Context: an optimization exercise on an open-source flow, tuned for small area, a short achievable clock period and few clock cycles. The choices shown serve that exercise and are no tape-out recipe. In this exercise RTL edits were held to simulation tests only and were not proved equivalent to the original. Power figures rest on the tool's default switching activity, not on a simulated workload.

### design/flow/constraint.sdc
create_clock -name core_clock -period 12.5 [get_ports {clk}]
set_input_delay 2.5000 -clock core_clock [delete_from_list [all_inputs] [get_ports {clk}]]
set_output_delay 2.5000 -clock core_clock [all_outputs]
set_load 0.01 [all_outputs]
### design/flow/run.sh
#!/bin/bash
# synth_recipe.tcl (not shown) runs the flow's synth.tcl, then flattens the netlist and writes it again
# the make line also repeats each setting of config.mk as NAME=value (left out here)
make -C /OpenROAD-flow-scripts/flow DESIGN_CONFIG=/design/flow/config.mk WORK_HOME=/design/flow/orfs CLKGATE_MAP_FILE= SYNTH_SCRIPT=/design/flow/synth_recipe.tcl finish
### design/flow/config.mk
export PLATFORM = sky130hd
export DESIGN_NAME = fewcore
export DESIGN_NICKNAME = fewcore
export VERILOG_FILES = /design/flow/design.v
export SDC_FILE = /design/flow/constraint.sdc
export NUM_CORES = 4
export LEC_CHECK = 0
export CAP_MARGIN = 20
export CORE_MARGIN = 2
export CORE_UTILIZATION = 40
export PLACE_DENSITY = 0.6
export SLEW_MARGIN = 20
### design/flow/design.v
module forwardingBoard(lastRd,rs1,rs2,encFB_1,encFB_2);
	input [4:0] lastRd,rs1,rs2;
	output encFB_1, encFB_2;
	assign encFB_1 = (lastRd == rs1 && rs1 != 0);
	assign encFB_2 = (lastRd == rs2 && rs2 != 0);
endmodule
module control (clk, reset, lastRD, curRS1, curRS2, ALU_forwarding_RS1, ALU_forwarding_RS2);
input clk, reset;
input [4:0] lastRD, curRS1, curRS2;
output reg ALU_forwarding_RS1, ALU_forwarding_RS2;
wire i_FB_1;
wire i_FB_2;
always @(posedge clk) begin
	if (reset) begin
		ALU_forwarding_RS1 <= 1'b0;
		ALU_forwarding_RS2 <= 1'b0;
	end else begin
		ALU_forwarding_RS1 <= i_FB_1;
		ALU_forwarding_RS2 <= i_FB_2;
	end
end
forwardingBoard forwarding_board_m(
	.lastRd(lastRD),
	.rs1(curRS1),
	.rs2(curRS2),
	.encFB_1(i_FB_1),
	.encFB_2(i_FB_2)
);
endmodule
module decoder(
		input [31:0] inst,
		output reg [4:0] rs1i,
		output reg [4:0] rs2i,
		output reg [4:0] rdi,
		output reg [31:0] imm,
		output reg [11:0] code,
		output reg isLoad,
		output reg isBranch
	 );
	always @* begin
		rs2i      = 5'b1;
		rs1i      = 5'b1;
		rdi       = 5'b1;
		imm       = 32'b1;
		code      = 12'b1;
		isBranch  = 1'b0;
		isLoad    = 1'b0;
		case (inst[6:0])
			7'b0010111: begin                  
				imm          = {inst[31:12], {12{1'b0}}};
				rdi          = inst[11:7];
				rs1i         = {5{1'b0}};
				rs2i         = {5{1'b0}};
				code         = {{5{1'b0}} , inst[6:0]};
				isBranch     = 1'b0;
				isLoad       = 1'b0;
			end
			7'b0110111: begin                  
				imm          = {inst[31:12], {12{1'b0}}};
				rdi          = inst[11:7];
				rs1i         = {5{1'b0}};
				rs2i         = {5{1'b0}};
				code         = {{5{1'b0}} , inst[6:0]};
				isBranch     = 1'b0;
				isLoad       = 1'b0;
			end
			7'b1101111: begin                              
				imm          = {{11{inst[31]}},inst[31],inst[19:12],inst[20],inst[30:21],1'b0};
				rdi          = inst[11:7];
				rs1i         = {5{1'b0}};
				rs2i         = {5{1'b0}};
				code         = {{5{1'b0}} , inst[6:0]};
				isBranch     = 1'b1;
				isLoad       = 1'b0;
			end
			7'b1100111: begin                              
				if (inst[14:12] == 3'b000) begin
					imm      = {{20{inst[31]}},inst[31:20]};
					rs1i     = inst[19:15];
					rdi      = inst[11:7];
					rs2i     = {5{1'b0}};
					code     = {{2{1'b0}} ,inst[14:12] , inst[6:0]};
					isBranch = 1'b1;
					isLoad   = 1'b0;
				end
			end
			7'b1100011: begin                              
				if((inst[14] == 1'b1)||(inst[14:13] == 2'b00)) begin
					imm      = {{19{inst[31]}},inst[31],inst[7],inst[30:25],inst[11:8],1'b0};
					rdi      = {5{1'b0}};
					rs1i     = inst[19:15];
					rs2i     = inst[24:20];
					code     = {{2{1'b0}} ,inst[14:12] , inst[6:0]};
					isBranch = 1'b1;
					isLoad   = 1'b0;
				end
			end
			7'b0000011: begin                              
				if(((inst[14] == 1'b0)&&(inst[13:12] != 2'b11))||(inst[14:13] == 2'b10)) begin  
					imm      = {{20{inst[31]}},inst[31:20]};
					rs1i     = inst[19:15];
					rdi      = inst[11:7];
					rs2i     = {5{1'b0}};
					code     = {{2{1'b0}} ,inst[14:12] , inst[6:0]};
					isBranch = 1'b0;
					isLoad   = 1'b1;
				end
			end
			7'b0100011: begin                              
				if((inst[14] == 1'b0)&&(inst[13:12] != 2'b11)) begin     
					imm      = {{20{inst[31]}},inst[31:25],inst[11:7]} ;
					rs1i     = inst[19:15];
					rs2i     = inst[24:20];
					rdi      = {5{1'b0}};
					code     = {{2{1'b0}} ,inst[14:12] , inst[6:0]};
					isBranch = 1'b0;
					isLoad   = 1'b0;
				end
			end
			7'b0010011: begin  
				if (inst[13:12] != 2'b01)begin  
					rdi      = inst[11:7];
					rs1i     = inst[19:15];
					rs2i     = {5{1'b0}};
					imm      = {{20{inst[31]}},inst[31:20]};
					code     = {2'b00 ,inst[14:12] , inst[6:0]};
					isBranch = 1'b0;
					isLoad   = 1'b0;
				end else begin  
					rdi      = inst[11:7];
					rs1i     = inst[19:15];
					rs2i     = {5{1'b0}};
					imm      = {{20{inst[31]}},inst[31:20]};
					code     = {1'b0, inst[30] ,inst[14:12] , inst[6:0]};   
					isBranch = 1'b0;
					isLoad   = 1'b0;
				end
			end
			7'b0110011: begin  
				if({inst[31], inst[29:25]} == 6'b000000) begin  
					rs2i     = inst[24:20];
					rs1i     = inst[19:15];
					rdi      = inst[11:7];
					imm      = {32{1'b0}};
					code     = {inst[30],inst[25] ,inst[14:12] , inst[6:0]};
					isBranch = 1'b0;
					isLoad   = 1'b0;
				end
			end
		endcase
	end
endmodule
module alu(clk,operation,opr1,opr2,pc,alu_out,zero);
parameter XLEN = 32;
input clk;
input [11:0] operation;  
input [XLEN-1:0] opr1;
input [XLEN-1:0] opr2;
input [XLEN-1:0] pc;
output reg [XLEN-1:0] alu_out;
output reg zero;
	always @*
	 begin
		case (operation)
			12'b000000010011,12'b000000110011, 12'b000000000011,12'b000010000011,12'b000100000011,12'b001000000011,12'b001010000011,12'b000000100011,12'b000010100011,12'b000100100011: begin  
				alu_out <= opr1 + opr2;
				zero    <= 1'b0;
			end
			12'b100000110011: begin  
				alu_out <= opr1 - opr2;
				zero    <= 1'b0;
			end
			12'b001110010011,12'b001110110011: begin  
				alu_out <= opr1 & opr2;
				zero    <= 1'b0;
			end
			12'b001000010011,12'b001000110011: begin  
				alu_out <= opr1 ^ opr2;
				zero    <= 1'b0;
			end
			12'b001100010011,12'b001100110011: begin  
				alu_out <= opr1 | opr2;
				zero    <= 1'b0;
			end
			12'b000100010011,12'b000100110011: begin  
				alu_out <= $signed(opr1) < $signed(opr2);
				zero    <= 1'b0;
			end
			12'b000110010011,12'b000110110011: begin  
				alu_out <= opr1 < opr2;
				zero    <= 1'b0;
			end
			12'b000001100011: begin  
				alu_out <= 'b0;
				zero    <= opr1 == opr2;
			end
			12'b001011100011: begin  
				alu_out <= 'b0;
				zero    <= $signed(opr1) >= $signed(opr2);
			end
			12'b000011100011: begin  
				alu_out <= 'b0;
				zero    <= !(opr1 == opr2);
			end
			12'b001001100011: begin  
				alu_out <= 'b0;
				zero    <= $signed(opr1) <= $signed(opr2);
			end
			12'b001101100011: begin  
				alu_out <= 'b0;
				zero    <= opr1 <= opr2;
			end
			12'b001111100011: begin  
				alu_out <= 'b0;
				zero    <= opr1 >= opr2;
			end
			12'b001010110011,12'b001010010011: begin  
				alu_out <= opr1 >> opr2[4:0];
				zero    <= 1'b0;
			end
			12'b000010110011,12'b000010010011: begin  
				alu_out <= opr1 << opr2[4:0];
				zero    <= 1'b0;
			end
			12'b101010110011,12'b011010010011: begin  
				alu_out <= opr1 >>> opr2[4:0];
				zero    <= 1'b0;
			end
			12'b000001101111,12'b000001100111: begin  
				alu_out <= pc + 3'b100;
				zero    <= 1'b1;
			end
			12'b000000010111: begin  
				alu_out <= pc + opr2;
				zero    <= 1'b0;
			end
			12'b000000110111: begin  
				alu_out <= opr2;
				zero    <= 1'b0;
			end
			default: begin  
				alu_out <= 'b1;
				zero    <= 1'b0;
			end
		endcase
	end
endmodule
module loadUnit(operation, memData, aluResult, out);
	input [9:0] operation;
	input [31:0] memData, aluResult;
	output reg [31:0] out;
	always @* begin
		case(operation[9:0])
			10'b0000000011: out = {{24{memData[31]}}, memData[31:24]};  
			10'b0010000011: out = {{16{memData[31]}}, memData[31:16]};  
			10'b0100000011: out = memData;                              
			10'b1000000011: out = {{24{1'b0}}, memData[31:24]};         
			10'b1010000011: out = {{16{1'b0}}, memData[31:16]};         
			default:        out = aluResult;  
		endcase
	end
endmodule
module bancoRegistrador(clk,reset,rs1, rs2, data, rd, wEn, r1, r2);
	parameter XLEN=32;
	parameter AMOUNT=16;
	parameter ADDRESSLEN=5;
	input [ADDRESSLEN-1:0] rs1, rs2, rd;
	input wEn, reset;
	input [XLEN-1:0] data;
	input clk;
	output reg [XLEN-1:0] r1, r2;
	reg [XLEN-1:0] registers [AMOUNT-1:1];
	integer i;
	always @(posedge clk) begin
		if (reset) begin
			for (i = 1; i < AMOUNT; i = i + 1)
				registers[i] <= 0;
		end else if (wEn && rd[3:0] != 0) begin
			registers[rd[3:0]] <= data;
		end
	end
	always @* begin
		if (rs1 == 0)
			r1 = 'b0;
		else if (wEn && rd == rs1)
			r1 = data;
		else
			r1 = registers[rs1[3:0]];
		if (rs2 == 0)
			r2 = 'b0;
		else if (wEn && rd == rs2)
			r2 = data;
		else
			r2 = registers[rs2[3:0]];
	end
endmodule
module fetch(
	clk,
	reset,
	pcBranch,
	originPc,
	instr,
	imemAddr,
	rd,
	rs1,
	rs2,
	imm,
	code,
	isLoad,
	isBranch,
	writeEnabled,
	pcOut
);
	parameter XLEN = 32;
	input clk,reset,originPc;
	input [31:0] pcBranch;
	input [XLEN-1:0] instr;       
	output [31:0] imemAddr;       
	output [XLEN-1:0] imm;
	output reg [31:0] pcOut;      
	output [4:0] rd;
	output [11:0] code;
	output isLoad, isBranch;
	output [4:0] rs1, rs2;
	output writeEnabled;          
	reg [31:0] pc;
	reg fetched;
	decoder dec(
		.inst(instr),
		.rs1i(rs1),
		.rs2i(rs2),
		.rdi(rd),
		.imm(imm),
		.code(code),
		.isLoad(isLoad),
		.isBranch(isBranch)
	);
	assign imemAddr = originPc ? pcBranch : pc;
	assign writeEnabled = fetched & ~originPc;
	always @(posedge clk) begin
		if (reset) begin
			pc      <= 32'b0;
			pcOut   <= 32'b0;
			fetched <= 1'b0;
		end
		else begin
			pcOut   <= imemAddr;
			pc      <= imemAddr + 32'b100;
			fetched <= 1'b1;
		end
	end
endmodule
module execute(clk,operation,rs1,rs2,imm,fwd,rs1_fwd,rs2_fwd,pc,reset,isBranch,new_pc,execOut,originPc, storeData, resultALU, isStore);
parameter  XLEN = 32;
input clk;
input [11:0] operation;  
input [XLEN-1:0] rs1;
input [XLEN-1:0] rs2;
input [XLEN-1:0] imm, fwd;
input rs1_fwd;
input rs2_fwd;
input [XLEN-1:0] pc;
input reset;
input isBranch;
output reg [XLEN-1:0] new_pc;
output originPc;
output [XLEN-1:0] execOut;
output [XLEN-1:0] storeData;
output [XLEN-1:0] resultALU;
output reg isStore;
wire zero;
wire [31:0] operando1, operando2;
assign originPc = isBranch & zero;
assign operando1 = rs1_fwd ? fwd : rs1;
assign operando2 = ((operation[6:0] == 7'b0110011 || operation[6:0] == 7'b1100011)) ? (rs2_fwd ? fwd : rs2) : imm;
assign storeData = rs2_fwd ? fwd : rs2;
alu alu_m(
	.clk(clk),
	.operation(operation),
	.opr1(operando1),
	.opr2(operando2),
	.pc(pc),
	.alu_out(resultALU),
	.zero(zero)
);
wire [XLEN-1:0] new_pc_intermediario;
assign new_pc_intermediario = operando1 + imm;
always @* begin
	case(operation[9:0])
		10'b0001100111: begin  
			new_pc = {new_pc_intermediario[31:1], 1'b0};
		end
		default: begin
			new_pc = pc + imm;
		end
	endcase
end
assign execOut = resultALU;
always @* begin
	case(operation[6:0])
		7'b0100011: begin
			isStore = 1'b1;
		end
		default: begin
			isStore = 1'b0;
		end
	endcase
end
endmodule
module fewcore (clk, reset, imem_addr, imem_rdata, dmem_addr, dmem_wdata, dmem_we, dmem_rdata);
	input clk, reset;
	output [31:0] imem_addr;
	input  [31:0] imem_rdata;
	output [31:0] dmem_addr;
	output [31:0] dmem_wdata;
	output dmem_we;
	input  [31:0] dmem_rdata;
	wire [31:0] pcBranch;
	wire originPc, isLoad, isBranch;
	wire writeEnabled, isStore;
	wire [4:0] inst_rd_f, inst_rs1_f, inst_rs2_f;
	wire [31:0] inst_rs1_f_v, inst_rs2_f_v, inst_imm_f_v, current_pc_v;
	wire [11:0] dec_code;
	wire [31:0] exec_out, mem_address_e, store_data_e, wb_data;
	reg [31:0] exec_out_e;
	reg [9:0] code_e;
	reg [4:0] rd_e;
	reg banco_write_enabled;
	reg [31:0] rs1_f_v, rs2_f_v, imm_f_v, old_pc_v;
	reg [11:0] code_f;
	reg [4:0] rd_f;
	reg isLoad_f, isBranch_f, writeEnabled_f;
	wire fwd_rs1_f, fwd_rs2_f;
	bancoRegistrador bancoRegistrador_m(
		.clk(clk),
		.reset(reset),
		.rs1(inst_rs1_f),
		.rs2(inst_rs2_f),
		.data(wb_data),
		.rd(rd_e),
		.wEn(banco_write_enabled),
		.r1(inst_rs1_f_v),
		.r2(inst_rs2_f_v)
	);
	control control_m(
		.clk(clk),
		.reset(reset),
		.lastRD(writeEnabled_f ? rd_f : 5'b0),
		.curRS1(inst_rs1_f),
		.curRS2(inst_rs2_f),
		.ALU_forwarding_RS1(fwd_rs1_f),
		.ALU_forwarding_RS2(fwd_rs2_f)
	);
	fetch fetch_m(
		.clk(clk),
		.reset(reset),
		.pcBranch(pcBranch),
		.originPc(originPc),
		.instr(imem_rdata),
		.imemAddr(imem_addr),
		.rs1(inst_rs1_f),
		.rs2(inst_rs2_f),
		.rd(inst_rd_f),
		.imm(inst_imm_f_v),
		.code(dec_code),
		.isLoad(isLoad),
		.isBranch(isBranch),
		.pcOut(current_pc_v),
		.writeEnabled(writeEnabled)
	);
	always @(posedge clk) begin
		if (reset) begin
			rs1_f_v             <= 0;
			rs2_f_v             <= 0;
			rd_f                <= 0;
			imm_f_v             <= 0;
			code_f              <= 0;
			isLoad_f            <= 0;
			isBranch_f          <= 0;
			old_pc_v            <= 0;
			writeEnabled_f      <= 0;
		end else begin
			rs1_f_v             <= inst_rs1_f_v;
			rs2_f_v             <= inst_rs2_f_v;
			rd_f                <= inst_rd_f;
			imm_f_v             <= inst_imm_f_v;
			code_f              <= dec_code;
			isLoad_f            <= isLoad;
			isBranch_f          <= isBranch;
			old_pc_v            <= current_pc_v;
			writeEnabled_f      <= writeEnabled;
		end
	end
	wire originPc_e;
	execute execute_m(
		.clk(clk),
		.reset(reset),
		.operation(code_f),
		.rs1(rs1_f_v),
		.rs2(rs2_f_v),
		.imm(imm_f_v),
		.fwd(wb_data),
		.rs1_fwd(fwd_rs1_f),
		.rs2_fwd(fwd_rs2_f),
		.isBranch(isBranch_f),
		.resultALU(mem_address_e),
		.pc(old_pc_v),
		.new_pc(pcBranch),
		.execOut(exec_out),
		.originPc(originPc_e),
		.storeData(store_data_e),
		.isStore(isStore)
	);
	assign originPc = originPc_e & writeEnabled_f;
	assign dmem_addr  = mem_address_e;
	assign dmem_wdata = store_data_e;
	assign dmem_we    = writeEnabled_f & isStore & ~reset;
	always @(posedge clk) begin
		if (reset) begin
			banco_write_enabled <= 0;
			rd_e                <= 0;
			code_e              <= 0;
			exec_out_e          <= 0;
		end else begin
			banco_write_enabled <= writeEnabled_f;
			rd_e                <= rd_f;
			code_e              <= code_f[9:0];
			exec_out_e          <= exec_out;
		end
	end
	loadUnit loadUnit_m(
		.operation(code_e),
		.memData(dmem_rdata),
		.aluResult(exec_out_e),
		.out(wb_data)
	);
endmodule
==> flow_results.org <==
** STA
- Worst rel slew slack :: 0.147
- Setup total negative slack on the finished layout was measured at 0 ns.
- Max-slew violation count :: 0
- Setup slack closes at 0.299 ns.
- Tightest Pin Transition :: between 1 and 1.5 ns
- Derived from the worst setup path, the maximum achievable clock frequency is 0.0820 GHz.
- Part of the cycle the worst path needs :: 0.976
- The tightest hold path in the finished design has a slack of about 0.43 ns.
- For the finished layout, the period the worst path requires is 12.20 ns.
- RSZ-0062 raised after global routing :: false
- Setup violations remaining at the end of the flow were counted as 0.
- The final-report hold violation count was 0.
- Worst clock skew :: 0.0487 ns

** GRT
- Across every metal layer, demand over resource in global routing totals 0.350.
- The initial antenna violation count came to 10.
- Residual overflow from global routing :: 0
- Entering global routing, the biggest net connects 114 pins.
- Number of global-route vias before repair :: 47.9k
- Wire length of the first global-routing pass :: about 340 mm

** Pwr
- Of the total power, the clock network draws 0.424.
- The analysis attributes to cell leakage a power of 22.5 nW.
- Of the total power, the share spent switching nets is 0.275.
- Of the total power, registers draw 0.449.
- VDD sags by at most about 0.00010 V.
- Share of power burned in combinational logic :: 0.128
- Power spread over the standard cell area amounts to 106 nW/um^2.
- Final Total Pwr :: 6.32 mW
- Internal :: 4.59 mW
- For this design the total switching power over the nets is approximately 1.7 mW.

** Worst setup path
- Data on the critical path is required at its endpoint by 10.00 ns.
- Worst path max stage delay :: between 0.9 and 1 ns
- Critical-path cell list :: clkdlybuf4s50_1 > nor2b_1 > o21bai_1 > and2_1 > buf_4 > nand2_1 > o21ai_2 > inv_1 > mux2i_1 > ha_1 > nor4_1 > nand4_1 > a21oi_2 > nor4_1 > or4_4 > a41o_1 > nand2_1 > buf_4 > a21oi_1 > a21oi_1 > inv_1 > clkdlybuf4s50_1
- Endpoint class of the critical path :: output port
- CP max-delay cell :: sky130_fd_sc_hd__mux2i_1
- STA classifies the critical path startpoint as an input pin.
- STA puts the critical path data arrival time at between 9 and 10 ns.
- In this run the worst path has a maximum fanout of 17.
- Among cell families on the critical path, the largest total delay comes from simple AND/OR/NAND/NOR gates.
- CP Buf/Inv Count :: 6
- The worst setup path is of the input pin to output port kind.

** Floorplan
- Height of the die :: 367 um
- The initial utilization of the core area, before any placement, comes to 0.402.
- Horizontal die dimension :: 367 um
- Core region area :: 131000 um^2
- The die covers approximately 140000 um^2.
- IO Count :: around 160
- Number of placement rows :: 133

** Routing
- After the first detailed-routing iteration, the DRC count stood at 8430.
- In the routed layout, each cell is associated on average with a via count of 6.47.
- In the routed design, unresolved DRC markers number 0.
- Detailed routing inserted a total of between 50k and 60k vias.
- Aggregate routed wire length :: about 240 mm
- Number of detailed-routing iterations run before antenna repair :: 9
- Number of nets still failing antenna checks after routing :: 0
- In the final routed layout, each cell accounts on average for 30.5 um.

** Clock network
- Clock tree synthesis selected as its root buffer the cell sky130_fd_sc_hd__clkbuf_16.
- Once the clock tree was built, the setup fixing pass inserted 0 buffers.
- Buffers inserted to repair hold after CTS numbered 0.
- Resize count post-CTS :: 0
- Clock latency on the worst-skew pair :: 0.73 ns
- TritonCTS built the clock tree.
- TritonCTS sink count :: between 700 and 800
- Clock tree synthesis inserted a total of approximately 90 buffers.
- Clock transition at the registers of the reported paths :: ~0.06 ns
- In this run the deepest clock path goes through 3 buffers.
- H-tree level count :: 3

** Yosys
- Syn Inst Count :: 6202
- Yosys printed 8 warnings.
- Cell types with the highest counts after synthesis :: sky130_fd_sc_hd__nand2_1, sky130_fd_sc_hd__nor2_1, sky130_fd_sc_hd__edfxtp_1
- Of all flip-flops after synthesis, the portion carrying an async set or reset was 0.
- Most area-hungry cell type in the Yosys netlist :: sky130_fd_sc_hd__edfxtp_1
- Yosys attributes the largest share of cell area to sky130_fd_sc_hd__edfxtp_1, sky130_fd_sc_hd__dfxtp_1, sky130_fd_sc_hd__nand2_1, sky130_fd_sc_hd__nor2_1, sky130_fd_sc_hd__mux2i_1.
- Of the post-synthesis cell area, the dominant cell type holds 0.291.
- Number of flip-flops and latches in the synthesized netlist :: about 770
- The most used flip-flop cell after synthesis is sky130_fd_sc_hd__edfxtp_1.
- The most common cell in the synthesized netlist is sky130_fd_sc_hd__nand2_1.
- Library cells used by synthesis :: about 110
- Counting flops with a built-in enable in the synthesized netlist gives 512.
- The share of the Yosys chip area taken by registers is 0.389.
- Each instance of the synthesized netlist takes up on average around 8.5 um^2.
- Mapped Area :: 52800 um^2

** Run status
- Result of the run :: finished clean

** Layout
- After the last flow step, the layout net total stands at 6439.
- In the final layout, the share of cells above drive strength 1 is 0.0886.
- After routing the design area is 59500 um^2.
- Relative to the synthesized area, the layout overhead comes to 12.6%.

** Place
- OpenSTA, run right after detailed placement, puts the worst setup slack at 0.759 ns.
- Cell Area, Placed :: ~57000 um^2
- During placement, the flow inserted port buffers numbering between 150 and 200.
- Detailed placement ended at an HPWL of 167 mm.
- The congestion estimate from routability-driven global placement came to between 1 and 1.5.

** Min path
- The tightest min-delay check is of the register to register type.

** Flow run
- Across the run, the number of max-cap violations was 0.
sequential cells by signal (all words and copies together) (netlist names):
signal,cells
bancoRegistrador_m.registers,512
banco_write_enabled,1
code_e,10
code_f,12
control_m.ALU_forwarding_RS1,1
control_m.ALU_forwarding_RS2,1
exec_out_e,32
fetch_m.fetched,1
fetch_m.pc,32
fetch_m.pcOut,30
imm_f_v,32
isBranch_f,1
old_pc_v,32
rd_e,5
rd_f,5
rs1_f_v,32
rs2_f_v,32
writeEnabled_f,1
final timing paths:
check	startpoint	to	slack (ns)	depth (start not counted)
max	dmem_rdata[31]	imem_addr[12]	0.30	22
min	fetch_m.pcOut[31]$_SDFF_PP0_	old_pc_v[31]$_SDFF_PP0_	0.43	1
max reg2reg	code_e[8]$_SDFF_PP0_	fetch_m.pc[10]$_SDFF_PP0_	3.51	26
min reg2reg	fetch_m.pcOut[31]$_SDFF_PP0_	old_pc_v[31]$_SDFF_PP0_	0.43	1
cell families after synthesis:
kind of cell,count (synthesis),synth area share
mux,360,0.0849
fa+ha+maj,195,0.0467
flops,772,0.389
xor+xnor,143,0.0237
other cells,1,0.0000710
buf+inv,659,0.0482
simple gates,2699,0.229
compound gates,1373,0.178
worst register-to-register path, stage by stage, from the launching register on:
cell	delay, ns
sky130_fd_sc_hd__dfxtp_1	0.82
sky130_fd_sc_hd__nor3b_2	0.53
sky130_fd_sc_hd__buf_4	0.28
sky130_fd_sc_hd__o21bai_1	0.12
sky130_fd_sc_hd__and2_1	0.14
sky130_fd_sc_hd__buf_4	0.21
sky130_fd_sc_hd__nand2_1	0.16
sky130_fd_sc_hd__o21ai_2	0.39
sky130_fd_sc_hd__inv_1	0.22
sky130_fd_sc_hd__mux2i_1	0.94
sky130_fd_sc_hd__ha_1	0.51
sky130_fd_sc_hd__nor4_1	0.65
sky130_fd_sc_hd__nand4_1	0.28
sky130_fd_sc_hd__a21oi_2	0.39
sky130_fd_sc_hd__nor4_1	0.13
sky130_fd_sc_hd__or4_4	0.52
sky130_fd_sc_hd__a41o_1	0.33
sky130_fd_sc_hd__nand2_1	0.26
sky130_fd_sc_hd__buf_4	0.27
sky130_fd_sc_hd__nand2_1	0.08
sky130_fd_sc_hd__o21ai_0	0.16
sky130_fd_sc_hd__ha_1	0.43
sky130_fd_sc_hd__inv_1	0.14
sky130_fd_sc_hd__nor3_1	0.21
sky130_fd_sc_hd__or4b_1	0.49
sky130_fd_sc_hd__xnor2_1	0.16
sky130_fd_sc_hd__nor2_1	0.06
power groups by stage:
stage	sequential, mW	clock [mW]	combinational, mW
6_report	2.84	2.68	0.807
5_1_grt	2.85	2.79	0.839
4_1_cts	2.84	2.69	0.773
3_5_place_dp	2.89	0	0.769
3_3_place_gp	2.89	0	0.768
2_1_floorplan	2.87	0	0.464
through the flow:
stage | instances | util
global placement | 7842 | 0.431
global route | 8006 | 0.453
CTS | 8006 | 0.453
detailed placement | 7843 | 0.431
floorplan | 6233 | -
finish | 8008 | 0.453
routing by layer:
| metal | vias to the layer above | track usage | wire [um] |
|---|---|---|---|
| li1 | 22300 | - | - |
| met1 | 25000 | 0.482 | 97000 |
| met2 | 3760 | 0.487 | 97900 |
| met3 | 698 | 0.102 | 33700 |
| met4 | 10 | 0.198 | 15900 |
| met5 | - | 0 | 65 |
final cells by class:
type	count	area, um^2
repair buffers	336	2990
well taps	1755	2200
diodes	2	5.00
multi-input cells	4802	30100
flip-flops and latches	772	20600
inverters	178	668
clock inverters	41	473
clock buffers	122	2480
fillers	12700	71800
layout by cell type (no fill, tap or decap), types with 49 or more instances in the layout:
| master | synthesis | routed |
|---|---|---|
| sky130_fd_sc_hd__nand2_1 | 996 | 967 |
| sky130_fd_sc_hd__nor2_1 | 851 | 848 |
| sky130_fd_sc_hd__edfxtp_1 | 512 | 512 |
| sky130_fd_sc_hd__a21oi_1 | 314 | 314 |
| sky130_fd_sc_hd__dfxtp_1 | 260 | 258 |
| sky130_fd_sc_hd__mux2i_1 | 240 | 236 |
| sky130_fd_sc_hd__ha_1 | 191 | 191 |
| sky130_fd_sc_hd__o21ai_0 | 180 | 180 |
| sky130_fd_sc_hd__buf_4 | 5 | 168 |
| sky130_fd_sc_hd__nand3_1 | 167 | 162 |
| sky130_fd_sc_hd__inv_1 | 161 | 160 |
| sky130_fd_sc_hd__clkdlybuf4s50_1 | 0 | 160 |
| sky130_fd_sc_hd__a31oi_1 | 139 | 139 |
| sky130_fd_sc_hd__and2_1 | 143 | 138 |
| sky130_fd_sc_hd__and3_1 | 139 | 137 |
| sky130_fd_sc_hd__a211oi_1 | 118 | 118 |
| sky130_fd_sc_hd__a311oi_1 | 105 | 105 |
| sky130_fd_sc_hd__xnor2_1 | 94 | 94 |
| sky130_fd_sc_hd__nor3_1 | 95 | 92 |
| sky130_fd_sc_hd__clkbuf_16 | 0 | 89 |
| sky130_fd_sc_hd__nor2b_1 | 78 | 78 |
| sky130_fd_sc_hd__a21o_1 | 77 | 77 |
| sky130_fd_sc_hd__mux4_2 | 65 | 65 |
| sky130_fd_sc_hd__mux2_2 | 51 | 51 |
| sky130_fd_sc_hd__a221oi_1 | 51 | 51 |
| sky130_fd_sc_hd__xor2_1 | 49 | 49 |
Testbench counts, summed over its fixed seeds: cycles 62,618.

-- what the ideal ports hide --
The flow's constraints put no driver on any port. The routed layout listed below was extracted and timed again, unchanged, in two steps.
Step 1 sets driving cells, clkbuf_16 on the clock port and buf_2 on the other inputs (assumed; they add their load-dependent delay and slew).
Step 2 moves the port delays by t, midway between the first and last clock arrival at a register: inputs arrive t later, outputs are due t later. That takes back most of the time a late clock gives input paths.
Three values: ideal, step 1, step 2; two values: the first two.
t (ns): 0.774
setup slack, ns: 0.299 / 0.250 / 0.250
worst data-port slew with drivers (ns): 0.07
pins driven straight from the clock port: 1
After both steps setup and hold are still met in this run. For this run, drivers alone change the setup slack by -0.049 ns; drivers and shift together by -0.049 ns.
